From an optimization exercise on the open Yosys and OpenROAD flow, aimed at small area and a short achievable clock period; shortcuts taken in it are not production practice. Only simulation tests tie the RTL to the original design; equivalence was not proved. Power and IR drop assume default switching activity.

## rv32i_cpu
module rv32i_cpu (
  input             clk,
  input             rst,
  output     [31:0] pc,
  input      [31:0] inst,
  output            MemWen,
  output     [31:0] MemAddr,
  output     [31:0] MemWdata,
  input      [31:0] MemRdata
);
  wire b6 = inst[6], b5 = inst[5], b4 = inst[4], b3 = inst[3], b2 = inst[2];
  wire [2:0] f3 = inst[14:12];
  wire is_store  = ~b6 &  b5 & ~b4;
  wire is_load   = ~b6 & ~b5 & ~b4;
  wire is_branch =  b6 & ~b2;
  wire is_jalr   =  b6 & ~b3 & b2;
  wire is_jal    =  b6 &  b3;
  wire is_lui    = ~b6 &  b5 & b4 &  b2;
  wire is_auipc  = ~b6 & ~b5 & b4 &  b2;
  wire is_alu    = ~b6 & b4 & ~b2;           
  wire regwrite  = ~(is_store | is_branch);
  wire [31:0] immI = {{20{inst[31]}}, inst[31:20]};
  wire [31:0] immB = {{20{inst[31]}}, inst[7], inst[30:25], inst[11:8], 1'b0};
  wire [31:0] immJ = {{12{inst[31]}}, inst[19:12], inst[20], inst[30:21], 1'b0};
  wire [31:0] immU = {inst[31:12], 12'b0};
  wire [31:0] rs1v, rs1n_agu, op2, rs2_mem;
  reg  [31:0] rd_data;
  regfile rf (
    .clk(clk), .we(regwrite), .rs1(inst[19:15]), .rs2(inst[24:20]), .rd(inst[11:7]),
    .rd_data(rd_data), .use_imm(~b5), .imm(immI),
    .rs1v(rs1v), .rs1n_agu(rs1n_agu), .rs2v(op2), .rs2v_mem(rs2_mem)
  );
  wire [31:0] agu_y;
  agu agu_i (.rn(rs1n_agu), .m({inst[31:25], is_store ? inst[11:7] : inst[24:20]}), .y(agu_y));
  assign MemAddr  = agu_y;
  assign MemWdata = rs2_mem;   
  assign MemWen   = is_store;
  ...
==> flow/config.mk <==
export PLATFORM = sky130hd
export DESIGN_NAME = rv32i_cpu
export DESIGN_NICKNAME = rv32i_cpu
export VERILOG_FILES = /design/flow/design.v
export SDC_FILE = /design/flow/constraint.sdc
export NUM_CORES = 8
export LEC_CHECK = 0
export CAP_MARGIN = 20
export CORE_MARGIN = 2
export CORE_UTILIZATION = 62
export PLACE_DENSITY = 0.72
export SLEW_MARGIN = 20
export SYNTH_HIERARCHICAL = 1
==> flow/constraint.sdc <==
create_clock -name core_clock -period 19.5 [get_ports {clk}]
set_input_delay 3.9000 -clock core_clock [delete_from_list [all_inputs] [get_ports {clk}]]
set_output_delay 3.9000 -clock core_clock [all_outputs]
set_load 0.01 [all_outputs]
standard.sh (not shown) runs the stock make flow with config.mk's settings and CLKGATE_MAP_FILE= SYNTH_SCRIPT=/design/flow/synth_recipe.tcl, a recipe that flattens the netlist after the stock synthesis.
==> flow/flow/run.sh <==
#!/bin/bash
# Own layout flow: the standard flow (standard.sh) with these changes:
#  - the standard synthesis runs first, on its own and unchanged;
#  - ports are buffered with buf_1 instead of the default delay cell;
#  - clock tree synthesis uses clusters of up to 16 sinks and 70 um, clkbuf_4/8, no dummy loads;
#  - the timing repair steps aim for a setup slack margin, which sizes up the critical path.
# Each step's full output goes to its own log file in this folder; ORFS's logs are under orfs/logs.
set -euo pipefail
cd "$(dirname "$0")/.."
MARGIN=${MARGIN:-9}
bash standard.sh synth > flow_synth.log 2>&1
bash standard.sh \
  "BUFFER_PORTS_ARGS=-buffer_cell sky130_fd_sc_hd__buf_1" \
  "CTS_ARGS=-sink_clustering_enable -repair_clock_nets -dont_use_dummy_load -sink_clustering_size 16 -sink_clustering_max_diameter 70 -buf_list {sky130_fd_sc_hd__clkbuf_4 sky130_fd_sc_hd__clkbuf_8}" \
  "SETUP_SLACK_MARGIN=$MARGIN" \
  "TNS_END_PERCENT=5" \
  finish > flow_finish.log 2>&1
The baseline completed with no timing, DRC or antenna violations.
Next try:
==> flow/flow/run.sh (replaced) <==
#!/bin/bash
# Own layout flow: the standard flow (standard.sh) with these changes:
#  - the standard synthesis runs first, on its own and unchanged;
#  - ports are buffered with buf_2 instead of the default delay cell;
#  - clock tree synthesis uses clusters of up to 14 sinks and 60 um, clkbuf_4/8, no dummy loads;
#  - the timing repair steps aim for a setup slack margin, which sizes up the critical path.
# Each step's full output goes to its own log file in this folder; ORFS's logs are under orfs/logs.
set -euo pipefail
cd "$(dirname "$0")/.."
MARGIN=${MARGIN:-10}
bash standard.sh synth > flow_synth.log 2>&1
bash standard.sh \
  "BUFFER_PORTS_ARGS=-buffer_cell sky130_fd_sc_hd__buf_2" \
  "CTS_ARGS=-sink_clustering_enable -repair_clock_nets -dont_use_dummy_load -sink_clustering_size 14 -sink_clustering_max_diameter 60 -buf_list {sky130_fd_sc_hd__clkbuf_4 sky130_fd_sc_hd__clkbuf_8}" \
  "SETUP_SLACK_MARGIN=$MARGIN" \
  "TNS_END_PERCENT=5" \
  finish > flow_finish.log 2>&1
Settings changed: CORE_UTILIZATION 62 to 40, PLACE_DENSITY 0.72 to 0.6.
Effect: The new run passed the timing, design-rule and antenna checks. Worst hold slack is about the same. Die area grows by well over a third. Power grows by a few percent. Global-route usage shrinks by 13 points. First-iteration DRC count shrinks by about a fifth.
Next try:
--- a/flow/flow/run.sh
+++ b/flow/flow/run.sh
@@ -10 +10 @@
-MARGIN=${MARGIN:-10}
+MARGIN=${MARGIN:-9}
@@ -16 +16 @@
-  "TNS_END_PERCENT=5" \
+  "TNS_END_PERCENT=2" \
Settings changed: CORE_UTILIZATION 40 to 55, PLACE_DENSITY 0.6 to 0.68.
Synthesized cell count is unchanged.
Clock skew is about the same.
Worst hold slack gets worse by 4.5 ps.
Routed wire length falls by about 9%.
Via count falls by 1.8%.
Design area falls by about 7%.
First-iteration DRC count rises by 6.4%.
Total power falls by 4.1%.
Final cell count falls by 9.0%.
Register-to-register slack gets better by 50 ps.
Next try:
--- a/flow/flow/run.sh
+++ b/flow/flow/run.sh
@@ -10 +10 @@
-MARGIN=${MARGIN:-9}
+MARGIN=${MARGIN:-8.5}
@@ -16 +16 @@
-  "TNS_END_PERCENT=2" \
+  "TNS_END_PERCENT=5" \
Settings changed: CORE_UTILIZATION 55 to 62, PLACE_DENSITY 0.68 to 0.72.
Worst setup slack gets worse by 110 ps.
Clock-buffer cell count went down by 2.
Worst hold slack barely changes.
Non-clock buffer count went up by 12.
Design area hardly moves.
Clock power is about the same.
Flip-flop and latch count does not change.
Wire length goes down by a few percent.
Combinational power increases slightly.
Total power stays flat.

afterwards: timing with drivers on the ports:
How much do the figures lean on ideal ports? The routed layouts below were timed once more, with nothing changed but the port constraints.
Step 1, drivers: a clkbuf_16 drives clk and a buf_2 each remaining input, both assumed.
Step 2, shift: input delay + t, output delay - t, t = (earliest + latest rising clock arrival at the registers) / 2. This alone moves slack from input paths to output paths.
Slacks: ideal ports / drivers / drivers and shift; pairs: ideal ports / drivers.
run | t, ns | slack for setup (ns) | slew at the worst register clock pin (ns)
the first run | 0.794 | 8.000 / 7.977 / 7.595 | 0.11 / 0.11
the second run | 0.865 | 8.036 / 7.866 / 7.866 | 0.10 / 0.10
the third run | 0.849 | 8.107 / 7.962 / 7.564 | 0.10 / 0.10
the fourth run | 0.804 | 7.996 / 7.968 / 7.437 | 0.11 / 0.11
After both steps setup and hold are still met in every run listed. For the fourth run, which loses most, drivers alone change the setup slack by -0.028 ns; drivers and shift together by -0.559 ns.
